From an optimization exercise on the open Yosys and OpenROAD flow, aimed at small area, a short achievable clock period and few clock cycles; shortcuts taken in it are not production practice. At most, simulation tests tie the RTL to the original design; equivalence was not proved. Power figures rest on the tool's default switching activity, not on a simulated workload.

Setup of trial 98:
==> flow/design.v <==
module fxp_smul
#( parameter QINT=8,
    parameter QFRAC=16)
(out, a, b);
    localparam BIT_WIDTH = QINT + QFRAC; 
    output signed [BIT_WIDTH-1:0] out;
    input signed [BIT_WIDTH-1:0] a;
    input signed [BIT_WIDTH-1:0] b;
    wire [BIT_WIDTH*2-1:0] mul_out;
    assign mul_out = a * b;
    assign out = {mul_out[BIT_WIDTH*2-1],mul_out[BIT_WIDTH*2-QINT-2:QFRAC]};
endmodule
module cordic(i_clk, i_rst, i_en, o_vld, o_cosine, o_sine, i_theta);
    input i_clk;
    input i_rst;
    input i_en;
    input signed [23:0] i_theta;
    output signed [23:0] o_cosine;
    output signed [23:0] o_sine;
    output o_vld;
    localparam W = 19;
    localparam R = 21;
    reg signed [W-1:0] r1, r2, q;
    reg signed [R-1:0] p;        
    reg [1:0]          mode;     
    reg [5:0]          cnt;      
    reg                busy;
    reg                rw;       
    reg                dbl;      
    reg [3:0]          sh1;      
    reg [3:0]          sh2n;     
    reg                i1, i2;   
    reg                ip;       
    reg                m1;       
    reg                vld;
    assign o_vld = vld;
    assign o_cosine = {{6{r2[W-1]}}, r2[W-1:1]};
    assign o_sine   = {{6{r1[W-1]}}, r1[W-1:1]};
    wire [4:0] ai = cnt[5:1];
    wire [16:0] ang =
        ai == 5'd0  ? (dbl ? 17'h1921e : 17'h0) :
        ai == 5'd1  ? 17'h76b1 :
        ai == 5'd2  ? 17'h3eb6 :
        ai == 5'd3  ? 17'h1fd5 :
        ai == 5'd4  ? 17'h0ffa :
        ai == 5'd5  ? 17'h07ff :
        ai == 5'd6  ? 17'h03ff :
        ai == 5'd7  ? 17'h01ff :
        ai == 5'd8  ? 17'h00ff :
        ai == 5'd9  ? 17'h007f :
        ai == 5'd10 ? 17'h003f :
        ai == 5'd11 ? 17'h001f :
        ai == 5'd12 ? 17'h0010 :
        ai == 5'd13 ? 17'h0008 :
        ai == 5'd14 ? 17'h0004 : 17'h0000;
    wire signed [W-1:0] a1 = rw ? r1 : m1 ? r2 : q;
    wire signed [W-1:0] a2 = rw ? r2 : m1 ? r1 : p[W-1:0];
    wire signed [W-1:0] s1 = (i1 ? ~r2 : r2) >>> sh1;
    wire signed [W-1:0] s2 = (i2 ? ~r1 : r1) >>> (~sh2n);
    wire c1 = (rw & i1) | (m1 & ~|r2[1:0]);
    wire c2 = (rw & i2) | (m1 & ~|r1[1:0]);
    wire [W:0]  t1 = {a1, c1} + {s1, c1};
    wire [W:0]  t2 = {a2, c2} + {s2, c2};
    wire [R:0]  tp = {p, ip} + {ip ? ~{4'd0, ang} : {4'd0, ang}, ip};
    wire signed [W-1:0] n1 = t1[W:1];
    wire signed [W-1:0] n2 = t2[W:1];
    wire signed [R-1:0] pa = tp[R:1];
    wire pn = mode[1] ? (pa[R-1] | (mode[0] & ~pa[R-2])) : mode[0];
    wire [4:0] th = i_theta[23:19];
    wire [1:0] mode0 = th == 5'd0 ? 2'b10 : th == 5'h1f ? 2'b11 : {1'b0, i_theta[23]};
    wire d0n = i_theta[23];
    wire d1n = d0n ? (i_theta < -24'sd51471) : (i_theta < 24'sd51471);
    wire [W-1:0] pe = i_en ? i_theta[W-1:0] : pa[W-1:0];
    wire [5:0] cn = cnt + 6'd1;
    wire       rn = cn < 6'd30;    
    wire [3:0] shn = rn ? cn[4:1] : (cn == 6'd34 ? 4'd4 : 4'd2);
    wire       minv = cn != 6'd34;
    wire       sub1 = pn ^ cn[0];
    always @(posedge i_clk) begin
        if (i_rst) begin
            busy <= 1'b0;
            vld  <= 1'b0;
        end else if (i_en) begin
            busy <= 1'b1;
            vld  <= 1'b0;
        end else begin
            vld <= busy && cnt == 6'd35;
            if (busy && cnt == 6'd35) busy <= 1'b0;
        end
        if (m1) q <= r2;
        p[W-1:0] <= (m1 & ~i_en) ? r1 : pe;
        if (i_en) begin
            r1   <= 19'sh10000;
            r2   <= d0n ? -19'sh10000 : 19'sh10000;
            p[R-1:W] <= 2'b00;
            mode <= mode0;
            dbl  <= d0n == d1n;
            cnt  <= 6'd1;
            rw   <= 1'b1;
            sh1  <= 4'd0;
            sh2n <= 4'd15;
            i1   <= ~d1n;
            i2   <=  d1n;
            ip   <= ~d0n;
            m1   <= 1'b0;
        end else begin
            cnt <= cn;
            r1 <= n2;
            r2 <= n1;
            p[R-1:W] <= pa[R-1:W];
            rw   <= rn;
            sh1  <= shn;
            sh2n <= ~shn;
            i1   <= rn ?  sub1 : minv;
            i2   <= rn ? ~sub1 : minv;
            ip   <= rn & ~pn;
            m1   <= cn == 6'd30;
        end
    end
endmodule
clock: 10.0 ns
lec_check: 0
abc_area: 1
cap_margin: 20
core_margin: 2
core_utilization: 40
setup_slack_margin: 5
slew_margin: 20
tns_end_percent: 0
standard.sh (not shown) runs the stock make flow with config.mk's settings and CLKGATE_MAP_FILE= SYNTH_SCRIPT=/design/flow/synth_recipe.tcl, a recipe that flattens the netlist after the stock synthesis.
==> flow/flow/run.sh <==
#!/bin/bash
# The standard layout (the standard.sh), except that the port buffers
# buffer_ports inserts are buf_1 cells instead of the larger delay buffers it
# picks by default (every port still gets one), and repair_timing aims at a
# setup slack margin of 6.5 ns.
set -euo pipefail
export BUFFER_PORTS_ARGS="-buffer_cell sky130_fd_sc_hd__buf_1"
bash standard.sh SETUP_SLACK_MARGIN=6.5 finish > standard_flow.log 2>&1
Testbench counts of trial 98, summed over its fixed seeds: cycles 73,736.
Relative to trial 98, the following input files were edited for build 60:
--- a/flow/design.v
+++ b/flow/design.v
@@ -30,6 +30,7 @@
     reg [3:0]          sh1;      
     reg [3:0]          sh2n;     
     reg                i1, i2;   
+    reg                i1hn, i2hn;  
     reg                ip;       
     reg                m1;       
     reg                vld;
@@ -55,8 +56,8 @@
         ai == 5'd14 ? 17'h0004 : 17'h0000;
     wire signed [W-1:0] a1 = rw ? r1 : m1 ? r2 : q;
     wire signed [W-1:0] a2 = rw ? r2 : m1 ? r1 : p[W-1:0];
-    wire signed [W-1:0] s1 = (i1 ? ~r2 : r2) >>> sh1;
-    wire signed [W-1:0] s2 = (i2 ? ~r1 : r1) >>> (~sh2n);
+    wire signed [W-1:0] s1 = $signed({r2[W-1:10] ^ {(W-10){~i1hn}}, r2[9:0] ^ {10{i1}}}) >>> sh1;
+    wire signed [W-1:0] s2 = $signed({r1[W-1:10] ^ {(W-10){~i2hn}}, r1[9:0] ^ {10{i2}}}) >>> (~sh2n);
     wire c1 = (rw & i1) | (m1 & ~|r2[1:0]);
     wire c2 = (rw & i2) | (m1 & ~|r1[1:0]);
     wire [W:0]  t1 = {a1, c1} + {s1, c1};
@@ -101,6 +102,8 @@
             sh2n <= 4'd15;
             i1   <= ~d1n;
             i2   <=  d1n;
+            i1hn <=  d1n;
+            i2hn <= ~d1n;
             ip   <= ~d0n;
             m1   <= 1'b0;
         end else begin
@@ -113,6 +116,8 @@
             sh2n <= ~shn;
             i1   <= rn ?  sub1 : minv;
             i2   <= rn ? ~sub1 : minv;
+            i1hn <= ~(rn ?  sub1 : minv);
+            i2hn <= ~(rn ? ~sub1 : minv);
             ip   <= rn & ~pn;
             m1   <= cn == 6'd30;
         end
## What came out
Of trial 98 and build 60, build 60 shows the lower global-route usage, with trial 98 above it. [compare] base=trial 98 new=build 60: post-route cell area held steady, switching power summed over all nets shrank by about 2.5%, wire length shrank by about 0.44%, register-to-register slack shrank by 0.11 ns. Build 60 vs. trial 98: final cell count without fillers went up 10; critical path depth went down 2; synthesized cell count went up 18.
The RTL of build 60 was laid out without a check of its function.

port drivers added, routing unchanged:
How much do the figures lean on ideal ports? The routed layouts below were timed once more, with nothing changed but the port constraints.
Step 1 assumes that a clkbuf_16 drives the clock port and a buf_2 every other input.
Step 2 adds t to the input delays and takes it off the output delays; t is the mean of the earliest and latest rising clock arrival at the registers after step 1. Input paths then give back, and output paths get back, about the clock's delay inside the block.
Slacks: no drivers / after step 1 / after step 2; pairs: no drivers / after step 1.
run	shift t [ns]	setup WS [ns]	worst hold slack (ns)	worst setup path at the end	latest minus earliest clock arrival (ns)
trial 98	0.409	6.708 / 6.705 / 6.366	0.447 / 0.447 / 0.447	input to register	0.019 / 0.019
build 60	0.408	6.602 / 6.602 / 6.316	0.448 / 0.448 / 0.448	input to register	0.010 / 0.010
After both steps setup and hold are still met in every run listed. The setup slack of trial 98, which loses most, moves by -0.003 ns with the drivers and by -0.342 ns with both steps.
